What follows belongs to an exercise in optimizing a design on an open flow for small area and a short achievable clock period; a production flow would make more cautious choices.
Where RTL was checked, it was by simulation tests only, not by an equivalence proof against the original.
The RTL of run 3 was laid out without a check of its function.
Power figures rest on the tool's default switching activity, not on a simulated workload.

## flow/design.v (module list and top-level ports; edited modules follow where they fit)
// module correlation_32: 1452 lines
// module pair_min: 24 lines
// module argmin_16: 220 lines
// module fa_cell: 6 lines
// module xor_cell: 5 lines
// module ha_cell: 6 lines
// module RFCorrelator: 28 lines
module RFCorrelator(bit_stream, clk, reset, Target_Num,
num_1, num_2, num_3, num_4, num_5, num_6, num_7, num_8, num_9, num_10, num_11, num_12, num_13, num_14, num_15, num_16, Out_str);
  // ...
==> flow/flow/run.sh <==
#!/bin/bash
# The standard layout (standard.sh) with two changes:
#  - synthesis maps the logic with ABC scripts of our own (flow/abc_*.script):
#    the pair_min module with flow/abc_pair.script, the argmin_16 module with
#    flow/abc_argmin.script, the rest with flow/abc_main.script. Everything
#    else in synthesis is the standard flow's script
#    (synth_recipe.tcl), so the registers are the standard synthesis's.
#  - the port buffers are the smallest buffer (buf_1).
# Each tool's output goes to the ORFS logs under orfs/logs; make's own
# output goes to flow_make.log.
set -euo pipefail
W=$PWD
export MY_ABC_SCRIPT=$W/flow/abc_main.script
export MY_ABC_SEL_SCRIPT=$W/flow/abc_argmin.script
export MY_ABC_PAIR_SCRIPT=$W/flow/abc_pair.script
export BUFFER_PORTS_ARGS="-buffer_cell sky130_fd_sc_hd__buf_1"
cat > $W/my_synth.tcl <<EOF
proc abc {args} {
  set i [lsearch -exact \$args -script]
  if { \$i >= 0 } {
    set a1 \$args
    lset a1 [expr {\$i + 1}] \$::env(MY_ABC_SCRIPT)
    set a2 \$args
    lset a2 [expr {\$i + 1}] \$::env(MY_ABC_SEL_SCRIPT)
    set a3 \$args
    lset a3 [expr {\$i + 1}] \$::env(MY_ABC_PAIR_SCRIPT)
    yosys abc {*}\$a3 pair_min
    yosys abc {*}\$a2 argmin_16
    yosys abc {*}\$a1
    return
  }
  yosys abc {*}\$args
}
source $W/synth_recipe.tcl
EOF
grep -q 'SYNTH_SCRIPT=[^ ]*synth_recipe.tcl' standard.sh
sed "s#SYNTH_SCRIPT=[^ ]*synth_recipe.tcl#SYNTH_SCRIPT=$W/my_synth.tcl#" standard.sh > my_standard.sh
bash my_standard.sh > flow_make.log 2>&1
==> flow/flow/abc_argmin.script <==
strash; dch; map -a; topo; buffer -c; upsize -c; dnsize -c; stime -c
==> flow/flow/abc_main.script <==
strash; dch; map -a; topo; stime -c
==> flow/flow/abc_pair.script <==
strash; dch; map -a; topo; stime -c
==> flow/standard.sh <==
#!/bin/bash
# synth_recipe.tcl (not shown) runs the flow's synth.tcl, then flattens the netlist and writes it again
# the make line also repeats each setting of config.mk as NAME=value (left out here)
make -C /OpenROAD-flow-scripts/flow DESIGN_CONFIG=/design/flow/config.mk WORK_HOME=/design/flow/orfs CLKGATE_MAP_FILE= SYNTH_SCRIPT=/design/flow/synth_recipe.tcl "${@:-finish}"
==> flow/config.mk <==
export PLATFORM = sky130hd
export DESIGN_NAME = RFCorrelator
export DESIGN_NICKNAME = RFCorrelator
export VERILOG_FILES = /design/flow/design.v
export SDC_FILE = /design/flow/constraint.sdc
export NUM_CORES = 4
export LEC_CHECK = 0
export ABC_AREA = 1
export CAP_MARGIN = 20
export CORE_MARGIN = 2
export CORE_UTILIZATION = 40
export CTS_BUF_LIST = sky130_fd_sc_hd__clkbuf_4 sky130_fd_sc_hd__clkbuf_8
export PLACE_DENSITY = 0.6
export SLEW_MARGIN = 20
export SYNTH_HIERARCHICAL = 1
==> flow/constraint.sdc <==
create_clock -name core_clock -period 55.0 [get_ports {clk}]
set_input_delay 11.0000 -clock core_clock [delete_from_list [all_inputs] [get_ports {clk}]]
set_output_delay 11.0000 -clock core_clock [all_outputs]
set_load 0.01 [all_outputs]
==> metrics.yaml, run 1 <==
synth:
  ys_seq_area_share_pct: 14.9
  ys.flop_type: "dfxtp_1"
  yosys-top-cells-count: "512 x xor2_1, 416 x fa_1, 94 x dfxtp_1"
  synthCells: 1653
  synthXorXnorAreaFrac_pct: 23.4
final_layout:
  clock_area_share_pct: 1.71
  finalNonFillerCells: 2883
  multi_input_area_mm2: 0.0158
  num-nonclk-inverters: 123
  syn_to_final_growth_pct: 18.1
  signal_buffers: 583
  seq_cell_count: 126
worst_setup_path:
  arrival_ps: 15570
  rr_worst_depth: 14
  slowest_delay_ps: 580
  worstPathRequired_ps: 55350
  rr_startpoint: "Target_Num[29]"
run_status:
  status: "finished clean"
die:
  ioPinCount: 551
  dieWidth_um: 223
placed_design:
  place.gp.congestion: 0.924
timing:
  tns_ps: 0
  fin_hold_ws_ps: 345
  final.setup.worst_slack_ps: 39780
clock_network:
  cts.sink_count: 126
route:
  drt-total-wl_um: 68600
  met1_length_um: 27700
power:
  power_frac_seq_pct: 10.4
  power_mw: 1.48
flow_run:
  max_cap_violations: 0
==> run 2: changes to the inputs <==
--- a/flow/config.mk
+++ b/flow/config.mk
@@ -11,3 +11,3 @@
 export CORE_UTILIZATION = 40
-export CTS_BUF_LIST = sky130_fd_sc_hd__clkbuf_4 sky130_fd_sc_hd__clkbuf_8
+export CTS_BUF_LIST = sky130_fd_sc_hd__clkbuf_8
 export PLACE_DENSITY = 0.6
==> run 2 against run 1 <==
Net effect: via count is essentially flat; largest power group unchanged; critical path depth is the same; register-to-register slack is essentially flat; non-clock buffer count is the same; die area is the same; highest routed layer unchanged; power is essentially flat; sequential share of layout area is essentially flat; synthesized area is the same; worst setup slack gained 20 ps; cell area is essentially flat; core utilization is essentially flat; combinational power is essentially flat.
==> metrics.yaml, run 2 <==
clock_network:
  cts_resized: 0
  htree_levels: 4
  clkLatencyLatePin_ps: 470
  clock_path_buffers: 2
  hold_buffers: 0
  clkTransAtPathRegs_ps: 90
  numCtsBuffers: 17
  root_buffer: "clkbuf_8"
  cts_tree: "yes"
  post_cts_buffers: 0
  cts.sink_count: 126  # unchanged
final_layout:
  finalInstanceArea_mm2: 0.0226
  syn_to_final_growth_pct: 18.1  # about the same
  num-nets-final: 3250
  fillers: 4424
  largest_reg_flops: 56
  drive_above_1_share_pct: 4.19
  layout_common_cells: "550 x buf_1, 512 x xor2_1, 416 x fa_1, 94 x dfxtp_1, 77 x nand2_1"
  multi_input_area_mm2: 0.0158  # unchanged
  final-seq-area_mm2: 0.00284
  layout_commonest_cell: "buf_1"
synth:
  synth_cell_types: 38
  yosysTopAreaCell: "fa_1"
  yosys-top-cells-count: "512 x xor2_1, 416 x fa_1, 94 x dfxtp_1"
  synth.area.mux_share_pct: 0
  synth_area_leaders: "fa_1 44%, xor2_1 23%, dfxtp_1 9.8%"
  syn_nets: 2649
  synthAdderAreaFrac_pct: 48.0
  ys_seq_area_share_pct: 14.9  # unchanged
  synth_compound_area_share_pct: 7.19
  synthCells: 1653  # unchanged
  ys_async_sr_fraction_pct: 0
  synth_top_family_by_area: "adder cells"
  synth_most_common_cell: "xor2_1"
  synth-simple-area-share_pct: 4.06
  synth-seq-cells: 126
  ys.flop_type: "dfxtp_1"
  syn_area_mm2: 0.0191
  netlist.area_leader.share_pct: 43.5
  postSynthAreaPerCell_um2: 11.6
  synth_edf_count: 32
  yosysWarningCount: 7
  synthXorXnorAreaFrac_pct: 23.4  # unchanged
placed_design:
  hpwl_um: 53300
  place.gp.congestion: 0.924  # unchanged
  io_buffer_count: 550
  placed_area_mm2: 0.0222
route:
  drc_errors: 0
  first_pass_iters: 6
  first_iter_violations: 925
  routed_via_density: 5.18
  vias: 14900
  drt-total-wl_um: 68600  # about the same
  drtAntennaViolNets: 0
  routedWlPerCell_um: 23.8
timing:
  finalSetupViolations: 0
  grt_setup_unrepaired: "false"
  fin_hold_ws_ps: 345  # -0.0150 ps
  maxSlewHeadroom_pct: 24.2
  clock_skew_ps: 20.1
  period_minus_slack_ps: 15200
  hold_viol: 0
  slew_viol_final: 0
  tns_ps: 0  # unchanged
  max_freq_mhz: 65.8
  period_share_pct: 27.6
  worst_pin_slew_ps: 1140
worst_setup_path:
  crit_type: "in -> reg"
  slowest_delay_ps: 580  # about the same
  worstPathRequired_ps: 55350  # about the same
  crit_path_max_fanout: 13
  cp_num_buf_inv: 2
  arrival_ps: 15550  # -20 ps
  end_kind: "register"
  critPathTopFamily: "adder cells"
  path_cells: "buf_1, xor2_1, fa_1, fa_1, fa_1, ha_1, fa_1, fa_1, fa_1, clkinv_1, nor3_1, a22oi_1, o2111ai_1, nand2_1, o21ai_0"
  crit_top_cell: "fa_1"
  cpMaxStageDelayCell: "fa_1"
  cp-start-kind: "primary input"
global_routing:
  grt_pass1_wl_um: 99800
  grt-ovfl-total: 0
  grt_start_max_net_pins: 21
  antenna_found_initial: 2
  grt_pass1_vias: 16500
  grt_util_all_layers_pct: 28.1
min_path:
  hold_class: "reg -> reg"
die:
  core_area_mm2: 0.0474
  dieHeight_um: 223
  start_util_pct: 40.3
  ioPinCount: 551  # unchanged
  dieWidth_um: 223  # unchanged
  fp-row-count: 80
  die_area_mm2: 0.0496
power:
  ir_drop_mv: 0.0426
  p_leak_nw: 8.85
  p_per_area_mw_per_mm2: 65.3
  power_mw: 1.47  # about the same
run_status:
  status: "finished clean"
flow_run:
  max_cap_violations: 0  # unchanged
-- run 2: final cells by class --
class | instances | area share [%]
multi-input cells | 1403 | 70.0
flip-flops and latches | 126 | 12.6
repair buffers | 583 | 10.2
well taps | 615 | 3.41
inverters | 123 | 2.04
clock buffers | 17 | 1.04
clock inverters | 15 | 0.659
diodes | 1 | 0.0111
-- run 2: worst reg2reg max path, cell delays in order, from the launching register on --
cell and delay [ps]:
edfxtp_1 1110, buf_4 380, xor2_1 230, fa_1 470, fa_1 470, fa_1 430, fa_1 490, fa_1 420
fa_1 600, o21ai_0 140, a22oi_1 230, o2111ai_1 140, nand2_1 300, nor2_1 70, a21oi_1 280
-- run 2: Yosys stat by module, one instance, submodules excluded, a selection --
module        cells inside  flops+latches  cell area, µm²  copies in the design
ha_cell                  1              0            12.5                    48
pair_min                38              0             184                     8
RFCorrelator           146            126            2950                     1
xor_cell                 1              0            8.76                   512
fa_cell                  1              0            20.0                   416
argmin_16              227              0            1310                     1
-- run 2: per-layer routing --
metal  GRT usage, %  routed length (µm)
met5              0                   0
met4           10.8                2710
met3           6.25                5300
met2           46.4               32900
met1           35.9               27700
-- run 2: worst paths after layout --
kind,from,to,slack (ps),cells past startpoint
worst max-delay path,num_2[13],hpair_reg[0],39800,15
worst min-delay path,shift_reg[16],shift_reg[15],340,0
worst max register to register,Target_Num[29],hpair_reg[26],49150,14
worst min register to register,shift_reg[16],shift_reg[15],340,0
-- run 2: per-stage QoR --
stage               instances  utilization (%)  setup WS, ps
floorplan                1653                -         39900
global placement         2850             46.8         39480
detailed placement       2850             46.8         39360
CTS                      2882             47.6         39830
global route             2883             47.6         39550
finish                   2883             47.6         39800
-- run 2: where the power goes --
part / total, mW / leakage, nW / internal (mW) / switching (mW)
Sequential: 0.153 / 1.08 / 0.139 / 0.0139
Combinational: 1.24 / 7.60 / 0.480 / 0.761
Clock: 0.0799 / 0.180 / 0.0398 / 0.0401
Total: 1.47 / 8.85 / 0.659 / 0.815
-- run 2: cell families after synthesis --
group / Yosys count
xor gates and xnor gates: 512
and+or+nand+nor: 183
adders and majority gates: 485
DFF: 126
AOI/OAI and AO/OA: 223
buffers and inverters: 124
==> module argmin_16, before the edit <==
module argmin_16(hpair, best);
  input [55:0] hpair;
  output [3:0] best;
  wire [5:0] r0 = hpair[5:0];
  wire s0 = hpair[6];
  wire [5:0] v0;
  assign v0[0] = r0[0];
  assign v0[1] = r0[1];
  assign v0[2] = r0[2];
  wire v0_s0 = r0[3] ^ r0[4];
  wire v0_c0 = r0[3] & r0[4];
  assign v0[3] = v0_s0;
  wire v0_s1 = r0[5] ^ v0_c0;
  wire v0_c1 = r0[5] & v0_c0;
  assign v0[4] = v0_s1;
  assign v0[5] = v0_c1;
  wire [5:0] r1 = hpair[12:7];
  wire s1 = hpair[13];
  wire [5:0] v1;
  assign v1[0] = r1[0];
  assign v1[1] = r1[1];
  assign v1[2] = r1[2];
  wire v1_s0 = r1[3] ^ r1[4];
  wire v1_c0 = r1[3] & r1[4];
  assign v1[3] = v1_s0;
  wire v1_s1 = r1[5] ^ v1_c0;
  wire v1_c1 = r1[5] & v1_c0;
  assign v1[4] = v1_s1;
  assign v1[5] = v1_c1;
  wire [5:0] r2 = hpair[19:14];
  wire s2 = hpair[20];
  wire [5:0] v2;
  assign v2[0] = r2[0];
  assign v2[1] = r2[1];
  assign v2[2] = r2[2];
  wire v2_s0 = r2[3] ^ r2[4];
  wire v2_c0 = r2[3] & r2[4];
  assign v2[3] = v2_s0;
  wire v2_s1 = r2[5] ^ v2_c0;
  wire v2_c1 = r2[5] & v2_c0;
  assign v2[4] = v2_s1;
  assign v2[5] = v2_c1;
  wire [5:0] r3 = hpair[26:21];
  wire s3 = hpair[27];
  wire [5:0] v3;
  assign v3[0] = r3[0];
  assign v3[1] = r3[1];
  assign v3[2] = r3[2];
  wire v3_s0 = r3[3] ^ r3[4];
  wire v3_c0 = r3[3] & r3[4];
  assign v3[3] = v3_s0;
  wire v3_s1 = r3[5] ^ v3_c0;
  wire v3_c1 = r3[5] & v3_c0;
  assign v3[4] = v3_s1;
  assign v3[5] = v3_c1;
  wire [5:0] r4 = hpair[33:28];
  wire s4 = hpair[34];
  wire [5:0] v4;
  assign v4[0] = r4[0];
  assign v4[1] = r4[1];
  assign v4[2] = r4[2];
  wire v4_s0 = r4[3] ^ r4[4];
  wire v4_c0 = r4[3] & r4[4];
  assign v4[3] = v4_s0;
  wire v4_s1 = r4[5] ^ v4_c0;
  wire v4_c1 = r4[5] & v4_c0;
  assign v4[4] = v4_s1;
  assign v4[5] = v4_c1;
  wire [5:0] r5 = hpair[40:35];
  wire s5 = hpair[41];
  wire [5:0] v5;
  assign v5[0] = r5[0];
  assign v5[1] = r5[1];
  assign v5[2] = r5[2];
  wire v5_s0 = r5[3] ^ r5[4];
  wire v5_c0 = r5[3] & r5[4];
  assign v5[3] = v5_s0;
  wire v5_s1 = r5[5] ^ v5_c0;
  wire v5_c1 = r5[5] & v5_c0;
  assign v5[4] = v5_s1;
  assign v5[5] = v5_c1;
  wire [5:0] r6 = hpair[47:42];
  wire s6 = hpair[48];
  wire [5:0] v6;
  assign v6[0] = r6[0];
  assign v6[1] = r6[1];
  assign v6[2] = r6[2];
  wire v6_s0 = r6[3] ^ r6[4];
  wire v6_c0 = r6[3] & r6[4];
  assign v6[3] = v6_s0;
  wire v6_s1 = r6[5] ^ v6_c0;
  wire v6_c1 = r6[5] & v6_c0;
  assign v6[4] = v6_s1;
  assign v6[5] = v6_c1;
  wire [5:0] r7 = hpair[54:49];
  wire s7 = hpair[55];
  wire [5:0] v7;
  assign v7[0] = r7[0];
  assign v7[1] = r7[1];
  assign v7[2] = r7[2];
  wire v7_s0 = r7[3] ^ r7[4];
  wire v7_c0 = r7[3] & r7[4];
  assign v7[3] = v7_s0;
  wire v7_s1 = r7[5] ^ v7_c0;
  wire v7_c1 = r7[5] & v7_c0;
  assign v7[4] = v7_s1;
  assign v7[5] = v7_c1;
  wire [6:0] l0g0_L01_c;
  assign l0g0_L01_c[0] = 1'b0;
  assign l0g0_L01_c[1] = (~v1[0] & v0[0]) | (l0g0_L01_c[0] & (~v1[0] | v0[0]));
  assign l0g0_L01_c[2] = (~v1[1] & v0[1]) | (l0g0_L01_c[1] & (~v1[1] | v0[1]));
  assign l0g0_L01_c[3] = (~v1[2] & v0[2]) | (l0g0_L01_c[2] & (~v1[2] | v0[2]));
  assign l0g0_L01_c[4] = (~v1[3] & v0[3]) | (l0g0_L01_c[3] & (~v1[3] | v0[3]));
  assign l0g0_L01_c[5] = (~v1[4] & v0[4]) | (l0g0_L01_c[4] & (~v1[4] | v0[4]));
  assign l0g0_L01_c[6] = (~v1[5] & v0[5]) | (l0g0_L01_c[5] & (~v1[5] | v0[5]));
  wire l0g0_L01 = l0g0_L01_c[6];
  wire l0g0_w0 = ~l0g0_L01;
  wire l0g0_w1 = l0g0_L01;
  wire [5:0] l0g0_v = ({6{l0g0_w0}} & v0) | ({6{l0g0_w1}} & v1);
  wire [1:0] l0g0_i = {(l0g0_w1), (({1{l0g0_w0}} & s0) | ({1{l0g0_w1}} & s1))};
  wire [6:0] l0g1_L01_c;
  assign l0g1_L01_c[0] = 1'b0;
  assign l0g1_L01_c[1] = (~v3[0] & v2[0]) | (l0g1_L01_c[0] & (~v3[0] | v2[0]));
  assign l0g1_L01_c[2] = (~v3[1] & v2[1]) | (l0g1_L01_c[1] & (~v3[1] | v2[1]));
  assign l0g1_L01_c[3] = (~v3[2] & v2[2]) | (l0g1_L01_c[2] & (~v3[2] | v2[2]));
  assign l0g1_L01_c[4] = (~v3[3] & v2[3]) | (l0g1_L01_c[3] & (~v3[3] | v2[3]));
  assign l0g1_L01_c[5] = (~v3[4] & v2[4]) | (l0g1_L01_c[4] & (~v3[4] | v2[4]));
  assign l0g1_L01_c[6] = (~v3[5] & v2[5]) | (l0g1_L01_c[5] & (~v3[5] | v2[5]));
  wire l0g1_L01 = l0g1_L01_c[6];
  wire l0g1_w0 = ~l0g1_L01;
  wire l0g1_w1 = l0g1_L01;
  wire [5:0] l0g1_v = ({6{l0g1_w0}} & v2) | ({6{l0g1_w1}} & v3);
  wire [1:0] l0g1_i = {(l0g1_w1), (({1{l0g1_w0}} & s2) | ({1{l0g1_w1}} & s3))};
  wire [6:0] l0g2_L01_c;
  assign l0g2_L01_c[0] = 1'b0;
  assign l0g2_L01_c[1] = (~v5[0] & v4[0]) | (l0g2_L01_c[0] & (~v5[0] | v4[0]));
  assign l0g2_L01_c[2] = (~v5[1] & v4[1]) | (l0g2_L01_c[1] & (~v5[1] | v4[1]));
  assign l0g2_L01_c[3] = (~v5[2] & v4[2]) | (l0g2_L01_c[2] & (~v5[2] | v4[2]));
  assign l0g2_L01_c[4] = (~v5[3] & v4[3]) | (l0g2_L01_c[3] & (~v5[3] | v4[3]));
  assign l0g2_L01_c[5] = (~v5[4] & v4[4]) | (l0g2_L01_c[4] & (~v5[4] | v4[4]));
  assign l0g2_L01_c[6] = (~v5[5] & v4[5]) | (l0g2_L01_c[5] & (~v5[5] | v4[5]));
  wire l0g2_L01 = l0g2_L01_c[6];
  wire l0g2_w0 = ~l0g2_L01;
  wire l0g2_w1 = l0g2_L01;
  wire [5:0] l0g2_v = ({6{l0g2_w0}} & v4) | ({6{l0g2_w1}} & v5);
  wire [1:0] l0g2_i = {(l0g2_w1), (({1{l0g2_w0}} & s4) | ({1{l0g2_w1}} & s5))};
  wire [6:0] l0g3_L01_c;
  assign l0g3_L01_c[0] = 1'b0;
  assign l0g3_L01_c[1] = (~v7[0] & v6[0]) | (l0g3_L01_c[0] & (~v7[0] | v6[0]));
  assign l0g3_L01_c[2] = (~v7[1] & v6[1]) | (l0g3_L01_c[1] & (~v7[1] | v6[1]));
  assign l0g3_L01_c[3] = (~v7[2] & v6[2]) | (l0g3_L01_c[2] & (~v7[2] | v6[2]));
  assign l0g3_L01_c[4] = (~v7[3] & v6[3]) | (l0g3_L01_c[3] & (~v7[3] | v6[3]));
  assign l0g3_L01_c[5] = (~v7[4] & v6[4]) | (l0g3_L01_c[4] & (~v7[4] | v6[4]));
  assign l0g3_L01_c[6] = (~v7[5] & v6[5]) | (l0g3_L01_c[5] & (~v7[5] | v6[5]));
  wire l0g3_L01 = l0g3_L01_c[6];
  wire l0g3_w0 = ~l0g3_L01;
  wire l0g3_w1 = l0g3_L01;
  wire [5:0] l0g3_v = ({6{l0g3_w0}} & v6) | ({6{l0g3_w1}} & v7);
  wire [1:0] l0g3_i = {(l0g3_w1), (({1{l0g3_w0}} & s6) | ({1{l0g3_w1}} & s7))};
  wire [6:0] l1g0_L01_c;
  assign l1g0_L01_c[0] = 1'b0;
  assign l1g0_L01_c[1] = (~l0g1_v[0] & l0g0_v[0]) | (l1g0_L01_c[0] & (~l0g1_v[0] | l0g0_v[0]));
  assign l1g0_L01_c[2] = (~l0g1_v[1] & l0g0_v[1]) | (l1g0_L01_c[1] & (~l0g1_v[1] | l0g0_v[1]));
  assign l1g0_L01_c[3] = (~l0g1_v[2] & l0g0_v[2]) | (l1g0_L01_c[2] & (~l0g1_v[2] | l0g0_v[2]));
  assign l1g0_L01_c[4] = (~l0g1_v[3] & l0g0_v[3]) | (l1g0_L01_c[3] & (~l0g1_v[3] | l0g0_v[3]));
  assign l1g0_L01_c[5] = (~l0g1_v[4] & l0g0_v[4]) | (l1g0_L01_c[4] & (~l0g1_v[4] | l0g0_v[4]));
  assign l1g0_L01_c[6] = (~l0g1_v[5] & l0g0_v[5]) | (l1g0_L01_c[5] & (~l0g1_v[5] | l0g0_v[5]));
  wire l1g0_L01 = l1g0_L01_c[6];
  wire [6:0] l1g0_L02_c;
  assign l1g0_L02_c[0] = 1'b0;
  assign l1g0_L02_c[1] = (~l0g2_v[0] & l0g0_v[0]) | (l1g0_L02_c[0] & (~l0g2_v[0] | l0g0_v[0]));
  assign l1g0_L02_c[2] = (~l0g2_v[1] & l0g0_v[1]) | (l1g0_L02_c[1] & (~l0g2_v[1] | l0g0_v[1]));
  assign l1g0_L02_c[3] = (~l0g2_v[2] & l0g0_v[2]) | (l1g0_L02_c[2] & (~l0g2_v[2] | l0g0_v[2]));
  assign l1g0_L02_c[4] = (~l0g2_v[3] & l0g0_v[3]) | (l1g0_L02_c[3] & (~l0g2_v[3] | l0g0_v[3]));
  assign l1g0_L02_c[5] = (~l0g2_v[4] & l0g0_v[4]) | (l1g0_L02_c[4] & (~l0g2_v[4] | l0g0_v[4]));
  assign l1g0_L02_c[6] = (~l0g2_v[5] & l0g0_v[5]) | (l1g0_L02_c[5] & (~l0g2_v[5] | l0g0_v[5]));
  wire l1g0_L02 = l1g0_L02_c[6];
  wire [6:0] l1g0_L03_c;
  assign l1g0_L03_c[0] = 1'b0;
  assign l1g0_L03_c[1] = (~l0g3_v[0] & l0g0_v[0]) | (l1g0_L03_c[0] & (~l0g3_v[0] | l0g0_v[0]));
  assign l1g0_L03_c[2] = (~l0g3_v[1] & l0g0_v[1]) | (l1g0_L03_c[1] & (~l0g3_v[1] | l0g0_v[1]));
  assign l1g0_L03_c[3] = (~l0g3_v[2] & l0g0_v[2]) | (l1g0_L03_c[2] & (~l0g3_v[2] | l0g0_v[2]));
  assign l1g0_L03_c[4] = (~l0g3_v[3] & l0g0_v[3]) | (l1g0_L03_c[3] & (~l0g3_v[3] | l0g0_v[3]));
  assign l1g0_L03_c[5] = (~l0g3_v[4] & l0g0_v[4]) | (l1g0_L03_c[4] & (~l0g3_v[4] | l0g0_v[4]));
  assign l1g0_L03_c[6] = (~l0g3_v[5] & l0g0_v[5]) | (l1g0_L03_c[5] & (~l0g3_v[5] | l0g0_v[5]));
  wire l1g0_L03 = l1g0_L03_c[6];
  wire [6:0] l1g0_L12_c;
  assign l1g0_L12_c[0] = 1'b0;
  assign l1g0_L12_c[1] = (~l0g2_v[0] & l0g1_v[0]) | (l1g0_L12_c[0] & (~l0g2_v[0] | l0g1_v[0]));
  assign l1g0_L12_c[2] = (~l0g2_v[1] & l0g1_v[1]) | (l1g0_L12_c[1] & (~l0g2_v[1] | l0g1_v[1]));
  assign l1g0_L12_c[3] = (~l0g2_v[2] & l0g1_v[2]) | (l1g0_L12_c[2] & (~l0g2_v[2] | l0g1_v[2]));
  assign l1g0_L12_c[4] = (~l0g2_v[3] & l0g1_v[3]) | (l1g0_L12_c[3] & (~l0g2_v[3] | l0g1_v[3]));
  assign l1g0_L12_c[5] = (~l0g2_v[4] & l0g1_v[4]) | (l1g0_L12_c[4] & (~l0g2_v[4] | l0g1_v[4]));
  assign l1g0_L12_c[6] = (~l0g2_v[5] & l0g1_v[5]) | (l1g0_L12_c[5] & (~l0g2_v[5] | l0g1_v[5]));
  wire l1g0_L12 = l1g0_L12_c[6];
  wire [6:0] l1g0_L13_c;
  assign l1g0_L13_c[0] = 1'b0;
  assign l1g0_L13_c[1] = (~l0g3_v[0] & l0g1_v[0]) | (l1g0_L13_c[0] & (~l0g3_v[0] | l0g1_v[0]));
  assign l1g0_L13_c[2] = (~l0g3_v[1] & l0g1_v[1]) | (l1g0_L13_c[1] & (~l0g3_v[1] | l0g1_v[1]));
  assign l1g0_L13_c[3] = (~l0g3_v[2] & l0g1_v[2]) | (l1g0_L13_c[2] & (~l0g3_v[2] | l0g1_v[2]));
  assign l1g0_L13_c[4] = (~l0g3_v[3] & l0g1_v[3]) | (l1g0_L13_c[3] & (~l0g3_v[3] | l0g1_v[3]));
  assign l1g0_L13_c[5] = (~l0g3_v[4] & l0g1_v[4]) | (l1g0_L13_c[4] & (~l0g3_v[4] | l0g1_v[4]));
  assign l1g0_L13_c[6] = (~l0g3_v[5] & l0g1_v[5]) | (l1g0_L13_c[5] & (~l0g3_v[5] | l0g1_v[5]));
  wire l1g0_L13 = l1g0_L13_c[6];
  wire [6:0] l1g0_L23_c;
  assign l1g0_L23_c[0] = 1'b0;
  assign l1g0_L23_c[1] = (~l0g3_v[0] & l0g2_v[0]) | (l1g0_L23_c[0] & (~l0g3_v[0] | l0g2_v[0]));
  assign l1g0_L23_c[2] = (~l0g3_v[1] & l0g2_v[1]) | (l1g0_L23_c[1] & (~l0g3_v[1] | l0g2_v[1]));
  assign l1g0_L23_c[3] = (~l0g3_v[2] & l0g2_v[2]) | (l1g0_L23_c[2] & (~l0g3_v[2] | l0g2_v[2]));
  assign l1g0_L23_c[4] = (~l0g3_v[3] & l0g2_v[3]) | (l1g0_L23_c[3] & (~l0g3_v[3] | l0g2_v[3]));
  assign l1g0_L23_c[5] = (~l0g3_v[4] & l0g2_v[4]) | (l1g0_L23_c[4] & (~l0g3_v[4] | l0g2_v[4]));
  assign l1g0_L23_c[6] = (~l0g3_v[5] & l0g2_v[5]) | (l1g0_L23_c[5] & (~l0g3_v[5] | l0g2_v[5]));
  wire l1g0_L23 = l1g0_L23_c[6];
  wire l1g0_w0 = ~l1g0_L01 & ~l1g0_L02 & ~l1g0_L03;
  wire l1g0_w1 = l1g0_L01 & ~l1g0_L12 & ~l1g0_L13;
  wire l1g0_w2 = l1g0_L02 & l1g0_L12 & ~l1g0_L23;
  wire l1g0_w3 = l1g0_L03 & l1g0_L13 & l1g0_L23;
  wire [3:0] l1g0_i = {(l1g0_w2 | l1g0_w3), (l1g0_w1 | l1g0_w3), (({2{l1g0_w0}} & l0g0_i) | ({2{l1g0_w1}} & l0g1_i) | ({2{l1g0_w2}} & l0g2_i) | ({2{l1g0_w3}} & l0g3_i))};
  assign best = l1g0_i;
endmodule
==> run 3: changes to the inputs <==
--- a/flow/design.v
+++ b/flow/design.v
@@ -1644,53 +1644,32 @@
   wire l1g0_L01 = l1g0_L01_c[6];
-  wire [6:0] l1g0_L02_c;
-  assign l1g0_L02_c[0] = 1'b0;
-  assign l1g0_L02_c[1] = (~l0g2_v[0] & l0g0_v[0]) | (l1g0_L02_c[0] & (~l0g2_v[0] | l0g0_v[0]));
-  assign l1g0_L02_c[2] = (~l0g2_v[1] & l0g0_v[1]) | (l1g0_L02_c[1] & (~l0g2_v[1] | l0g0_v[1]));
-  assign l1g0_L02_c[3] = (~l0g2_v[2] & l0g0_v[2]) | (l1g0_L02_c[2] & (~l0g2_v[2] | l0g0_v[2]));
-  assign l1g0_L02_c[4] = (~l0g2_v[3] & l0g0_v[3]) | (l1g0_L02_c[3] & (~l0g2_v[3] | l0g0_v[3]));
-  assign l1g0_L02_c[5] = (~l0g2_v[4] & l0g0_v[4]) | (l1g0_L02_c[4] & (~l0g2_v[4] | l0g0_v[4]));
-  assign l1g0_L02_c[6] = (~l0g2_v[5] & l0g0_v[5]) | (l1g0_L02_c[5] & (~l0g2_v[5] | l0g0_v[5]));
-  wire l1g0_L02 = l1g0_L02_c[6];
-  wire [6:0] l1g0_L03_c;
-  assign l1g0_L03_c[0] = 1'b0;
-  assign l1g0_L03_c[1] = (~l0g3_v[0] & l0g0_v[0]) | (l1g0_L03_c[0] & (~l0g3_v[0] | l0g0_v[0]));
-  assign l1g0_L03_c[2] = (~l0g3_v[1] & l0g0_v[1]) | (l1g0_L03_c[1] & (~l0g3_v[1] | l0g0_v[1]));
-  assign l1g0_L03_c[3] = (~l0g3_v[2] & l0g0_v[2]) | (l1g0_L03_c[2] & (~l0g3_v[2] | l0g0_v[2]));
-  assign l1g0_L03_c[4] = (~l0g3_v[3] & l0g0_v[3]) | (l1g0_L03_c[3] & (~l0g3_v[3] | l0g0_v[3]));
-  assign l1g0_L03_c[5] = (~l0g3_v[4] & l0g0_v[4]) | (l1g0_L03_c[4] & (~l0g3_v[4] | l0g0_v[4]));
-  assign l1g0_L03_c[6] = (~l0g3_v[5] & l0g0_v[5]) | (l1g0_L03_c[5] & (~l0g3_v[5] | l0g0_v[5]));
-  wire l1g0_L03 = l1g0_L03_c[6];
-  wire [6:0] l1g0_L12_c;
-  assign l1g0_L12_c[0] = 1'b0;
-  assign l1g0_L12_c[1] = (~l0g2_v[0] & l0g1_v[0]) | (l1g0_L12_c[0] & (~l0g2_v[0] | l0g1_v[0]));
-  assign l1g0_L12_c[2] = (~l0g2_v[1] & l0g1_v[1]) | (l1g0_L12_c[1] & (~l0g2_v[1] | l0g1_v[1]));
-  assign l1g0_L12_c[3] = (~l0g2_v[2] & l0g1_v[2]) | (l1g0_L12_c[2] & (~l0g2_v[2] | l0g1_v[2]));
-  assign l1g0_L12_c[4] = (~l0g2_v[3] & l0g1_v[3]) | (l1g0_L12_c[3] & (~l0g2_v[3] | l0g1_v[3]));
-  assign l1g0_L12_c[5] = (~l0g2_v[4] & l0g1_v[4]) | (l1g0_L12_c[4] & (~l0g2_v[4] | l0g1_v[4]));
-  assign l1g0_L12_c[6] = (~l0g2_v[5] & l0g1_v[5]) | (l1g0_L12_c[5] & (~l0g2_v[5] | l0g1_v[5]));
-  wire l1g0_L12 = l1g0_L12_c[6];
-  wire [6:0] l1g0_L13_c;
-  assign l1g0_L13_c[0] = 1'b0;
-  assign l1g0_L13_c[1] = (~l0g3_v[0] & l0g1_v[0]) | (l1g0_L13_c[0] & (~l0g3_v[0] | l0g1_v[0]));
-  assign l1g0_L13_c[2] = (~l0g3_v[1] & l0g1_v[1]) | (l1g0_L13_c[1] & (~l0g3_v[1] | l0g1_v[1]));
-  assign l1g0_L13_c[3] = (~l0g3_v[2] & l0g1_v[2]) | (l1g0_L13_c[2] & (~l0g3_v[2] | l0g1_v[2]));
-  assign l1g0_L13_c[4] = (~l0g3_v[3] & l0g1_v[3]) | (l1g0_L13_c[3] & (~l0g3_v[3] | l0g1_v[3]));
-  assign l1g0_L13_c[5] = (~l0g3_v[4] & l0g1_v[4]) | (l1g0_L13_c[4] & (~l0g3_v[4] | l0g1_v[4]));
-  assign l1g0_L13_c[6] = (~l0g3_v[5] & l0g1_v[5]) | (l1g0_L13_c[5] & (~l0g3_v[5] | l0g1_v[5]));
-  wire l1g0_L13 = l1g0_L13_c[6];
-  wire [6:0] l1g0_L23_c;
-  assign l1g0_L23_c[0] = 1'b0;
-  assign l1g0_L23_c[1] = (~l0g3_v[0] & l0g2_v[0]) | (l1g0_L23_c[0] & (~l0g3_v[0] | l0g2_v[0]));
-  assign l1g0_L23_c[2] = (~l0g3_v[1] & l0g2_v[1]) | (l1g0_L23_c[1] & (~l0g3_v[1] | l0g2_v[1]));
-  assign l1g0_L23_c[3] = (~l0g3_v[2] & l0g2_v[2]) | (l1g0_L23_c[2] & (~l0g3_v[2] | l0g2_v[2]));
-  assign l1g0_L23_c[4] = (~l0g3_v[3] & l0g2_v[3]) | (l1g0_L23_c[3] & (~l0g3_v[3] | l0g2_v[3]));
-  assign l1g0_L23_c[5] = (~l0g3_v[4] & l0g2_v[4]) | (l1g0_L23_c[4] & (~l0g3_v[4] | l0g2_v[4]));
-  assign l1g0_L23_c[6] = (~l0g3_v[5] & l0g2_v[5]) | (l1g0_L23_c[5] & (~l0g3_v[5] | l0g2_v[5]));
-  wire l1g0_L23 = l1g0_L23_c[6];
-  wire l1g0_w0 = ~l1g0_L01 & ~l1g0_L02 & ~l1g0_L03;
-  wire l1g0_w1 = l1g0_L01 & ~l1g0_L12 & ~l1g0_L13;
-  wire l1g0_w2 = l1g0_L02 & l1g0_L12 & ~l1g0_L23;
-  wire l1g0_w3 = l1g0_L03 & l1g0_L13 & l1g0_L23;
-  wire [3:0] l1g0_i = {(l1g0_w2 | l1g0_w3), (l1g0_w1 | l1g0_w3), (({2{l1g0_w0}} & l0g0_i) | ({2{l1g0_w1}} & l0g1_i) | ({2{l1g0_w2}} & l0g2_i) | ({2{l1g0_w3}} & l0g3_i))};
-  assign best = l1g0_i;
+  wire l1g0_w0 = ~l1g0_L01;
+  wire l1g0_w1 = l1g0_L01;
+  wire [5:0] l1g0_v = ({6{l1g0_w0}} & l0g0_v) | ({6{l1g0_w1}} & l0g1_v);
+  wire [2:0] l1g0_i = {(l1g0_w1), (({2{l1g0_w0}} & l0g0_i) | ({2{l1g0_w1}} & l0g1_i))};
+  wire [6:0] l1g1_L01_c;
+  assign l1g1_L01_c[0] = 1'b0;
+  assign l1g1_L01_c[1] = (~l0g3_v[0] & l0g2_v[0]) | (l1g1_L01_c[0] & (~l0g3_v[0] | l0g2_v[0]));
+  assign l1g1_L01_c[2] = (~l0g3_v[1] & l0g2_v[1]) | (l1g1_L01_c[1] & (~l0g3_v[1] | l0g2_v[1]));
+  assign l1g1_L01_c[3] = (~l0g3_v[2] & l0g2_v[2]) | (l1g1_L01_c[2] & (~l0g3_v[2] | l0g2_v[2]));
+  assign l1g1_L01_c[4] = (~l0g3_v[3] & l0g2_v[3]) | (l1g1_L01_c[3] & (~l0g3_v[3] | l0g2_v[3]));
+  assign l1g1_L01_c[5] = (~l0g3_v[4] & l0g2_v[4]) | (l1g1_L01_c[4] & (~l0g3_v[4] | l0g2_v[4]));
+  assign l1g1_L01_c[6] = (~l0g3_v[5] & l0g2_v[5]) | (l1g1_L01_c[5] & (~l0g3_v[5] | l0g2_v[5]));
+  wire l1g1_L01 = l1g1_L01_c[6];
+  wire l1g1_w0 = ~l1g1_L01;
+  wire l1g1_w1 = l1g1_L01;
+  wire [5:0] l1g1_v = ({6{l1g1_w0}} & l0g2_v) | ({6{l1g1_w1}} & l0g3_v);
+  wire [2:0] l1g1_i = {(l1g1_w1), (({2{l1g1_w0}} & l0g2_i) | ({2{l1g1_w1}} & l0g3_i))};
+  wire [6:0] l2g0_L01_c;
+  assign l2g0_L01_c[0] = 1'b0;
+  assign l2g0_L01_c[1] = (~l1g1_v[0] & l1g0_v[0]) | (l2g0_L01_c[0] & (~l1g1_v[0] | l1g0_v[0]));
+  assign l2g0_L01_c[2] = (~l1g1_v[1] & l1g0_v[1]) | (l2g0_L01_c[1] & (~l1g1_v[1] | l1g0_v[1]));
+  assign l2g0_L01_c[3] = (~l1g1_v[2] & l1g0_v[2]) | (l2g0_L01_c[2] & (~l1g1_v[2] | l1g0_v[2]));
+  assign l2g0_L01_c[4] = (~l1g1_v[3] & l1g0_v[3]) | (l2g0_L01_c[3] & (~l1g1_v[3] | l1g0_v[3]));
+  assign l2g0_L01_c[5] = (~l1g1_v[4] & l1g0_v[4]) | (l2g0_L01_c[4] & (~l1g1_v[4] | l1g0_v[4]));
+  assign l2g0_L01_c[6] = (~l1g1_v[5] & l1g0_v[5]) | (l2g0_L01_c[5] & (~l1g1_v[5] | l1g0_v[5]));
+  wire l2g0_L01 = l2g0_L01_c[6];
+  wire l2g0_w0 = ~l2g0_L01;
+  wire l2g0_w1 = l2g0_L01;
+  wire [3:0] l2g0_i = {(l2g0_w1), (({3{l2g0_w0}} & l1g0_i) | ({3{l2g0_w1}} & l1g1_i))};
+  assign best = l2g0_i;
 endmodule
==> run 3 against run 2 <==
Net effect: cell area decreased by 0.39%; hold slack gained 6.1 ps; clock power up 11%; core utilization is 0.51 points higher; sequential power about the same; via count decreased by 0.58%; largest cell class unchanged; combinational power up 4%; clock-buffer cell count stayed put; sequential share of layout area about the same; still clean on timing, DRC and antenna.
==> metrics.yaml, run 3 <==
run_status:
  status: "finished clean"
timing:
  slew_viol_final: 0  # unchanged
  hold_viol: 0  # unchanged
  grt_setup_unrepaired: "false"
  clock_skew_ps: 15.5  # -4.65 ps
  worst_pin_slew_ps: 900  # -237 ps
  period_minus_slack_ps: 16110  # +912 ps
  finalSetupViolations: 0  # unchanged
  period_share_pct: 29.3  # +1.7 points
  max_freq_mhz: 62.1  # -5.7%
  maxSlewHeadroom_pct: 40.0  # +16 points
  final.setup.worst_slack_ps: 38890  # -912 ps
  tns_ps: 0  # unchanged
route:
  routedWlPerCell_um: 24.3  # +2.4%
  routed_via_density: 5.20  # +0.39%
  first_pass_iters: 5  # -1
  drtAntennaViolNets: 0  # unchanged
  vias: 14800  # -0.58%
  drt-total-wl_um: 69500  # +1.4%
  drc_errors: 0  # unchanged
  first_iter_violations: 1105  # +19%
synth:
  ys_async_sr_fraction_pct: 0  # unchanged
  synthAdderAreaFrac_pct: 48.1  # +0.15 points
  synth-seq-cells: 126  # unchanged
  synth_compound_area_share_pct: 6.85  # -0.33 points
  netlist.area_leader.share_pct: 43.7  # +0.19 points
  synth.area.mux_share_pct: 0.105  # +0.11 points
  synth-simple-area-share_pct: 4.08  # +0.024 points
  syn_nets: 2635  # -0.53%
  postSynthAreaPerCell_um2: 11.6  # +0.43%
  synth_edf_count: 32  # unchanged
  synthXorXnorAreaFrac_pct: 23.5  # +0.10 points
  synth_most_common_cell: "xor2_1"
  yosysWarningCount: 7  # unchanged
  ys.flop_type: "dfxtp_1"
  yosysTopAreaCell: "fa_1"
  synth_area_leaders: "fa_1 44%, xor2_1 24%, dfxtp_1 9.9%"
  syn_area_mm2: 0.0191  # -0.42%
  ys_seq_area_share_pct: 14.9  # +0.063 points
  synth_cell_types: 38  # unchanged
  synth_top_family_by_area: "adder cells"
  yosys-top-cells-count: "512 x xor2_1, 416 x fa_1, 94 x dfxtp_1"
  synthCells: 1639  # -0.85%
global_routing:
  grt-ovfl-total: 0  # unchanged
  grt_pass1_vias: 16600  # +0.56%
  grt_util_all_layers_pct: 28.6  # +0.54 points
  antenna_found_initial: 0  # -2
  grtUsageMet1_pct: 37.4  # +1.5 points
  grt_start_max_net_pins: 18  # -14%
  busiest_layer: "met2"
  grt_pass1_wl_um: 102000  # +2.6%
  groute.layer.met2.usage_pct: 48.4  # +1.9 points
  gr-usage-met3_pct: 4.96  # -1.3 points
worst_setup_path:
  worstPathRequired_ps: 44000  # -11350 ps
  arrival_ps: 5110  # -10440 ps
  end_kind: "output pin"
  crit_type: "reg -> out"
  crit_path_max_fanout: 12  # -1
  cp-start-kind: "register"
final_layout:
  fillers: 4390  # -0.77%
  finalNonFillerCells: 2855  # -0.97%
  diodes: 0  # -1
  layout_common_cells: "550 x buf_1, 512 x xor2_1, 416 x fa_1, 94 x dfxtp_1, 81 x nand2_1"
  layout_commonest_cell: "buf_1"
  largest_reg_flops: 56  # unchanged
  finalInstanceArea_mm2: 0.0225  # -0.39%
  syn_to_final_growth_pct: 18.1  # about the same
  num-nets-final: 3231  # -0.58%
  drive_above_1_share_pct: 3.96  # -0.23 points
min_path:
  hold_class: "reg -> reg"
placed_design:
  dp.cells: 2823  # -0.95%
  io_buffer_count: 550  # unchanged
  dp_worst_setup_slack_ps: 39300  # -56.1 ps
  place.gp.congestion: 0.909  # -1.6%
  hpwl_um: 54300  # +1.8%
  placed_area_mm2: 0.0221  # -0.56%
clock_network:
  clkLatencyLatePin_ps: 450  # -20 ps
  clkTransAtPathRegs_ps: 90  # about the same
  cts.sink_count: 126  # unchanged
  cts_resized: 0  # unchanged
  hold_buffers: 0  # unchanged
  post_cts_buffers: 0  # unchanged
  root_buffer: "clkbuf_8"
  numCtsBuffers: 17  # unchanged
  cts_tree: "yes"
  htree_levels: 4  # unchanged
  clock_path_buffers: 2  # unchanged
power:
  clockPowerShare_pct: 5.8  # +0.4 points
  ir_drop_mv: 0.0572  # +34%
  p_per_area_mw_per_mm2: 68.1  # +4.3%
  power_frac_seq_pct: 9.8  # -0.6 points
  p_comb_share_pct: 84.4  # +0.2 points
  p_leak_nw: 8.83  # -0.23%
  power_mw: 1.53  # +3.9%
  intPower_mw: 0.676  # +2.6%
  sw_frac_of_total_pct: 55.9  # +0.57 points
  p_sw_mw: 0.856  # +5.0%
flow_run:
  max_cap_violations: 0  # unchanged
die:
  ioPinCount: 551  # unchanged
  dieHeight_um: 222  # -0.21%
  start_util_pct: 40.8  # +0.42 points
  fp-row-count: 79  # -1.3%
  dieWidth_um: 222  # -0.21%
  die_area_mm2: 0.0494  # -0.42%
  core_area_mm2: 0.0468  # -1.5%
## run 3: changes by cell type after synthesis, moves of 4 or more
cell / delta
inv_1: -13
a31oi_1: -6
nand2_1: +4
o221ai_1: -7
inv_2: -8
o21ai_1: -5
nor2_1: +5
a21oi_1: +16
## run 3: cell families after synthesis
group | count (synthesis)
AOI/OAI and AO/OA | 217
and+or+nand+nor | 186
buffers and inverters | 112
xor gates and xnor gates | 512
DFF | 126
adders and majority gates | 484
muxes | 2
## run 3: worst max-delay path: stages (launching register included)
cell	delay (ps)
dfxtp_1	320
ha_1	200
ha_1	320
a22o_1	240
o22ai_1	680
inv_1	160
o21ai_0	370
maj3_2	280
a21oi_1	40
o22ai_1	160
a221oi_2	80
nor2_1	510
o21ai_0	260
a22oi_1	230
a21oi_1	100
o21ai_2	160
nand2_4	80
inv_2	70
nand2_1	50
nand2_1	60
buf_1	290
## run 3: Yosys stat by module, one instance, submodules excluded, a selection
module / cells inside / flops+latches
ha_cell: 1 / 0
pair_min: 38 / 0
argmin_16: 213 / 0
RFCorrelator: 146 / 126
fa_cell: 1 / 0
xor_cell: 1 / 0
## run 3: routing by layer
layer / vias up / part of all wire (%) / wire (µm)
met3: 111 / 6.9 / 4810
met1: 7521 / 42 / 28800
met5: - / 0 / 0
met4: 0 / 3.3 / 2290
li1: 6494 / - / -
met2: 708 / 48 / 33600
## run 3: power groups by stage
stage                     logic, mW  clock network (mW)  registers, mW
after CTS                      1.30              0.0922          0.150
after global placement         1.26                   0          0.152
after detailed placement       1.29                   0          0.152
after floorplan               0.984                   0          0.147
after global routing           1.48              0.0958          0.152
final                          1.29              0.0890          0.150
## run 3: path summary, 6_finish.rpt
kind	from	end	slack, ps	cells after the start
worst max-delay path	hpair_reg[10]	Out_str[1]	38890	20
worst min-delay path	shift_reg[13]	shift_reg[12]	350	0
worst max register to register	Target_Num[1]	hpair_reg[36]	49120	15
worst min register to register	shift_reg[13]	shift_reg[12]	350	0
## run 3: layout make-up
cell class | instances | area (µm²) | area share, %
Multi-Input combinational cell | 1401 | 15800 | 70.1
Timing Repair Buffer | 584 | 2320 | 10.3
Clock inverter | 15 | 186 | 0.828
Sequential cell | 126 | 2840 | 12.6
Inverter | 105 | 394 | 1.75
Clock buffer | 17 | 234 | 1.04
Tap cell | 607 | 759 | 3.37
## run 3: per-stage QoR
stage,util [%],hold slack (ps)
2_1_floorplan,-,327
6_report,48.1,351
3_3_place_gp,47.2,331
3_5_place_dp,47.2,335
4_1_cts,48.1,355
5_1_grt,48.1,358

-- static timing again, ports no longer ideal --
How much do the figures lean on ideal ports? The routed layouts below were timed once more, with nothing changed but the port constraints. Step 1 assumes that a clkbuf_16 drives the clock port and a buf_2 every other input. Step 2 times the ports against the registers' clock, not the clock port: input delays grow and output delays shrink by t, the midpoint of the rising clock arrivals with the driver on. Three values: ideal ports, drivers, drivers and shift; two values: the first two.
run | shift t [ns] | setup WS [ns] | hold slack, ns | clock arrival spread, ns
run 1 | 0.519 | 39.780 / 39.809 / 39.290 | 0.345 / 0.345 / 0.345 | 0.021 / 0.020
run 2 | 0.519 | 39.799 / 39.810 / 39.310 | 0.345 / 0.345 / 0.345 | 0.021 / 0.020
run 3 | 0.490 | 38.887 / 38.840 / 39.250 | 0.351 / 0.351 / 0.351 | 0.020 / 0.020
After both steps every run listed still meets setup and hold. The setup slack of run 1, which loses most, moves by +0.029 ns with the drivers and by -0.490 ns with both steps.
